This is an optimization exercise on Yosys and OpenROAD, whose aim is small area, not a production implementation. Function was checked by simulation only, so behaviour that the tests miss may differ from the original. Power figures rest on the tool's default switching activity, not on a simulated workload.

==> flow/design.v (excerpt) <==
module PKT_Detector #(
    parameter   DATA_WIDTH    = 8   ,
                PKT_CNT_WIDTH = 4   ,
                OUT_PKT_WIDTH = 160
) (
    input   logic                           reset     ,
    input   logic                           clk       ,
    input   logic   [DATA_WIDTH - 1 : 0]    data_in   ,
    input   logic                           dataK     ,
    output  logic   [PKT_CNT_WIDTH - 1 : 0] PKT_count ,
    output  logic   [OUT_PKT_WIDTH - 1 : 0] PKT       ,
    output  logic                           MRd       ,
    output  logic                           MWr       ,
    output  logic                           IORd      ,
    output  logic                           IOWr      ,
    output  logic                           CfgRd0    ,
    output  logic                           CfgWr0    ,
    output  logic                           CfgRd1    ,
    output  logic                           CfgWr1    ,
    output  logic                           Cpl       ,
    output  logic                           Cp1D
);
==> flow/config.mk <==
export PLATFORM = sky130hd
export DESIGN_NAME = PKT_Detector
export DESIGN_NICKNAME = PKT_Detector
export VERILOG_FILES = /design/flow/design.v
export SDC_FILE = /design/flow/constraint.sdc
export NUM_CORES = 4
export LEC_CHECK = 0
export ABC_AREA = 1
export CAP_MARGIN = 20
export CORE_MARGIN = 2
export CORE_UTILIZATION = 55
export PLACE_DENSITY = 0.85
export SLEW_MARGIN = 20
==> flow/constraint.sdc <==
create_clock -name core_clock -period 5.0 [get_ports {clk}]
set_input_delay 1.0000 -clock core_clock [delete_from_list [all_inputs] [get_ports {clk}]]
set_output_delay 1.0000 -clock core_clock [all_outputs]
set_load 0.01 [all_outputs]
standard.sh (not shown) runs the stock make flow with config.mk's settings and CLKGATE_MAP_FILE= SYNTH_SCRIPT=/design/flow/synth_recipe.tcl, a recipe that flattens the netlist after the stock synthesis.
==> flow/flow/run.sh <==
#!/bin/bash
# The standard ORFS layout (standard.sh), with these changes:
#  - synthesis maps the logic with a plain area-oriented ABC script (no buffering or
#    upsizing, which the later repair steps redo where needed) and no half/full-adder
#    cells; the registers and their names are those of the standard synthesis;
#  - port buffers are the smallest buffer (buf_1) instead of clkdlybuf4s50_1;
#  - clock tree: clkbuf_8 buffers, sink clusters of up to 22, no dummy loads.
# Each tool's full output stays in orfs/logs/; make's output goes to standard_flow.log.
set -euo pipefail
rm -rf scripts_area
cp -r "$FLOW_HOME/scripts" scripts_area
printf 'strash\ndch\nmap -a\ntopo\n' > scripts_area/abc_area.script
bash standard.sh \
  "SCRIPTS_DIR=$PWD/scripts_area" \
  "ADDER_MAP_FILE=" \
  "BUFFER_PORTS_ARGS=-buffer_cell sky130_fd_sc_hd__buf_1" \
  "CTS_ARGS=-sink_clustering_enable -repair_clock_nets -dont_use_dummy_load -buf_list sky130_fd_sc_hd__clkbuf_8 -sink_clustering_size 22 -sink_clustering_max_diameter 50" \
  finish > standard_flow.log 2>&1
Then changed:
Settings changed: CORE_UTILIZATION 55 to 65, PLACE_DENSITY 0.85 to 0.95.
Power went down slightly; critical path depth went up by 1; register-to-register slack degrades by 0.13 ns; global-route usage went up by 4.1 points; worst hold slack hardly moves; wire length went up by a few percent; fmax went down by a little under a tenth.
Then changed:
--- a/flow/flow/run.sh
+++ b/flow/flow/run.sh
@@ -6,3 +6,3 @@
 #  - port buffers are the smallest buffer (buf_1) instead of clkdlybuf4s50_1;
-#  - clock tree: clkbuf_8 buffers, sink clusters of up to 22, no dummy loads.
+#  - clock tree: clkbuf_8 buffers, sink clusters of up to 20, no dummy loads.
 # Each tool's full output stays in orfs/logs/; make's output goes to standard_flow.log.
@@ -16,3 +16,3 @@
   "BUFFER_PORTS_ARGS=-buffer_cell sky130_fd_sc_hd__buf_1" \
-  "CTS_ARGS=-sink_clustering_enable -repair_clock_nets -dont_use_dummy_load -buf_list sky130_fd_sc_hd__clkbuf_8 -sink_clustering_size 22 -sink_clustering_max_diameter 50" \
+  "CTS_ARGS=-sink_clustering_enable -repair_clock_nets -dont_use_dummy_load -buf_list sky130_fd_sc_hd__clkbuf_8 -sink_clustering_size 20 -sink_clustering_max_diameter 45" \
   finish > standard_flow.log 2>&1
Settings changed: PLACE_DENSITY 0.95 to 0.85.
First-iteration DRC count went up by 13%.
Clock-buffer cell count went up by 2.
Total power went up by 1.3%.
Setup slack gets worse by 0.025 ns.
Design area hardly moves.
Sequential share of layout area went down by 0.22 points.
Hold slack gets better by 0.016 ns.
Non-clock buffer count stays the same.
Via count stays flat.
Then changed:
==> flow/flow/run.sh (replaced) <==
#!/bin/bash
# The standard ORFS layout (standard.sh), with two changes:
#  - port buffers are the smallest buffer (buf_1) instead of the default clkdlybuf4s50_1;
#  - clock tree: small clock buffers, large sink clusters, no dummy loads.
set -euo pipefail
bash standard.sh \
  "BUFFER_PORTS_ARGS=-buffer_cell sky130_fd_sc_hd__buf_1" \
  "CTS_ARGS=-sink_clustering_enable -repair_clock_nets -dont_use_dummy_load -buf_list sky130_fd_sc_hd__clkbuf_8 -sink_clustering_size 20 -sink_clustering_max_diameter 60" \
  finish > standard_flow.log 2>&1
Settings changed: CAP_MARGIN 20 to 0, CORE_UTILIZATION 65 to 68, PLACE_DENSITY 0.85 to unset, SLEW_MARGIN 20 to 0.
The changed run finished clean.
Hold slack is about the same.
Cell count increases by 4.8%.
Worst setup slack gains 0.29 ns.
Total power decreases by about 3%.
Cell area increases by 2.3%.
Fmax increases by 8.8%.

* * *

Another version of the RTL of PKT_Detector (not shown whole).
For scale: ~530 cells after synthesis, ~190 I/O pins, about 8600 um^2 of cells after synthesis.
export LEC_CHECK = 0
export ABC_AREA = 1
export CAP_MARGIN = 20
export CORE_MARGIN = 2
export CORE_UTILIZATION = 65
export PLACE_DENSITY = 0.85
export SLEW_MARGIN = 20
create_clock -name core_clock -period 5.0 [get_ports {clk}]
==> flow/flow/run.sh <==
#!/bin/bash
# The standard ORFS layout (standard.sh), with these changes:
#  - synthesis maps the logic with a plain area-oriented ABC script (no buffering or
#    upsizing, which the later repair steps redo where needed) and no half/full-adder
#    cells; the registers and their names are those of the standard synthesis;
#  - port buffers are the smallest buffer (buf_1) instead of clkdlybuf4s50_1;
#  - clock tree: clkbuf_8 buffers, sink clusters of up to 22, no dummy loads.
# Each tool's full output stays in orfs/logs/; make's output goes to standard_flow.log.
set -euo pipefail
rm -rf scripts_area
cp -r "$FLOW_HOME/scripts" scripts_area
printf 'strash\ndch\nmap -a\ntopo\n' > scripts_area/abc_area.script
bash standard.sh \
  "SCRIPTS_DIR=$PWD/scripts_area" \
  "ADDER_MAP_FILE=" \
  "BUFFER_PORTS_ARGS=-buffer_cell sky130_fd_sc_hd__buf_1" \
  "CTS_ARGS=-sink_clustering_enable -repair_clock_nets -dont_use_dummy_load -buf_list sky130_fd_sc_hd__clkbuf_8 -root_buf sky130_fd_sc_hd__clkbuf_4 -tree_buf sky130_fd_sc_hd__clkbuf_4 -sink_clustering_size 22 -sink_clustering_max_diameter 50" \
  finish > standard_flow.log 2>&1
Next try:
--- a/flow/flow/run.sh
+++ b/flow/flow/run.sh
@@ -16,3 +16,3 @@
   "BUFFER_PORTS_ARGS=-buffer_cell sky130_fd_sc_hd__buf_1" \
-  "CTS_ARGS=-sink_clustering_enable -repair_clock_nets -dont_use_dummy_load -buf_list sky130_fd_sc_hd__clkbuf_8 -root_buf sky130_fd_sc_hd__clkbuf_4 -tree_buf sky130_fd_sc_hd__clkbuf_4 -sink_clustering_size 22 -sink_clustering_max_diameter 50" \
+  "CTS_ARGS=-sink_clustering_enable -repair_clock_nets -dont_use_dummy_load -buf_list sky130_fd_sc_hd__clkbuf_8 -sink_clustering_size 22 -sink_clustering_max_diameter 50 -distance_between_buffers 500 -branching_point_buffers_distance 500" \
   finish > standard_flow.log 2>&1
Outcome:
- clock-buffer cell count does not change
- worst setup slack is better by 0.10 ns
- fmax came out higher by 3.1%
- hold slack is about the same
- power came out higher by about 0.9%
Next try:
--- a/flow/flow/run.sh
+++ b/flow/flow/run.sh
@@ -16,3 +16,3 @@
   "BUFFER_PORTS_ARGS=-buffer_cell sky130_fd_sc_hd__buf_1" \
-  "CTS_ARGS=-sink_clustering_enable -repair_clock_nets -dont_use_dummy_load -buf_list sky130_fd_sc_hd__clkbuf_8 -sink_clustering_size 22 -sink_clustering_max_diameter 50 -distance_between_buffers 500 -branching_point_buffers_distance 500" \
+  "CTS_ARGS=-sink_clustering_enable -repair_clock_nets -dont_use_dummy_load -buf_list sky130_fd_sc_hd__clkbuf_8 -root_buf sky130_fd_sc_hd__clkbuf_4 -tree_buf sky130_fd_sc_hd__clkbuf_4 -sink_clustering_size 22 -sink_clustering_max_diameter 45" \
   finish > standard_flow.log 2>&1
What happened: Via count rose by 1.7%; die area is unchanged; area after synthesis stays the same; combinational power rose by about 0.6%; register-to-register slack gets worse by 0.02 ns; setup slack gets worse by 0.13 ns; worst hold slack gets worse by 0.021 ns; total power rose by about 0.7%; count of clock-buffer cells in the layout rose by 3.

afterwards: timing with drivers on the ports:
How much do the figures lean on ideal ports? The routed layouts below were timed once more, with nothing changed but the port constraints.
Step 1, drivers: a clkbuf_16 drives clk and a buf_2 each remaining input, both assumed.
Step 2 adds t to the input delays and takes it off the output delays; t is the mean of the earliest and latest rising clock arrival at the registers after step 1. Input paths then give back, and output paths get back, about the clock's delay inside the block.
Slacks: ideal / step 1 / step 2; pairs: ideal / step 1.
run | t (ns) | setup WS [ns] | worst data-port slew with drivers (ns)
the first run of note 1 | 0.526 | 1.737 / 1.704 / 2.136 | 0.05
the second run of note 1 | 0.510 | 1.449 / 1.416 / 1.926 | 0.04
the third run of note 1 | 0.526 | 1.423 / 1.390 / 1.916 | 0.03
the fourth run of note 1 | 0.520 | 1.713 / 1.678 / 2.198 | 0.03
the first run of note 2 | 0.580 | 1.652 / 1.624 / 2.204 | 0.03
the second run of note 2 | 0.500 | 1.753 / 1.723 / 2.223 | 0.03
the third run of note 2 | 0.612 | 1.627 / 1.599 / 2.203 | 0.03
After both steps setup and hold are still met in every run listed.
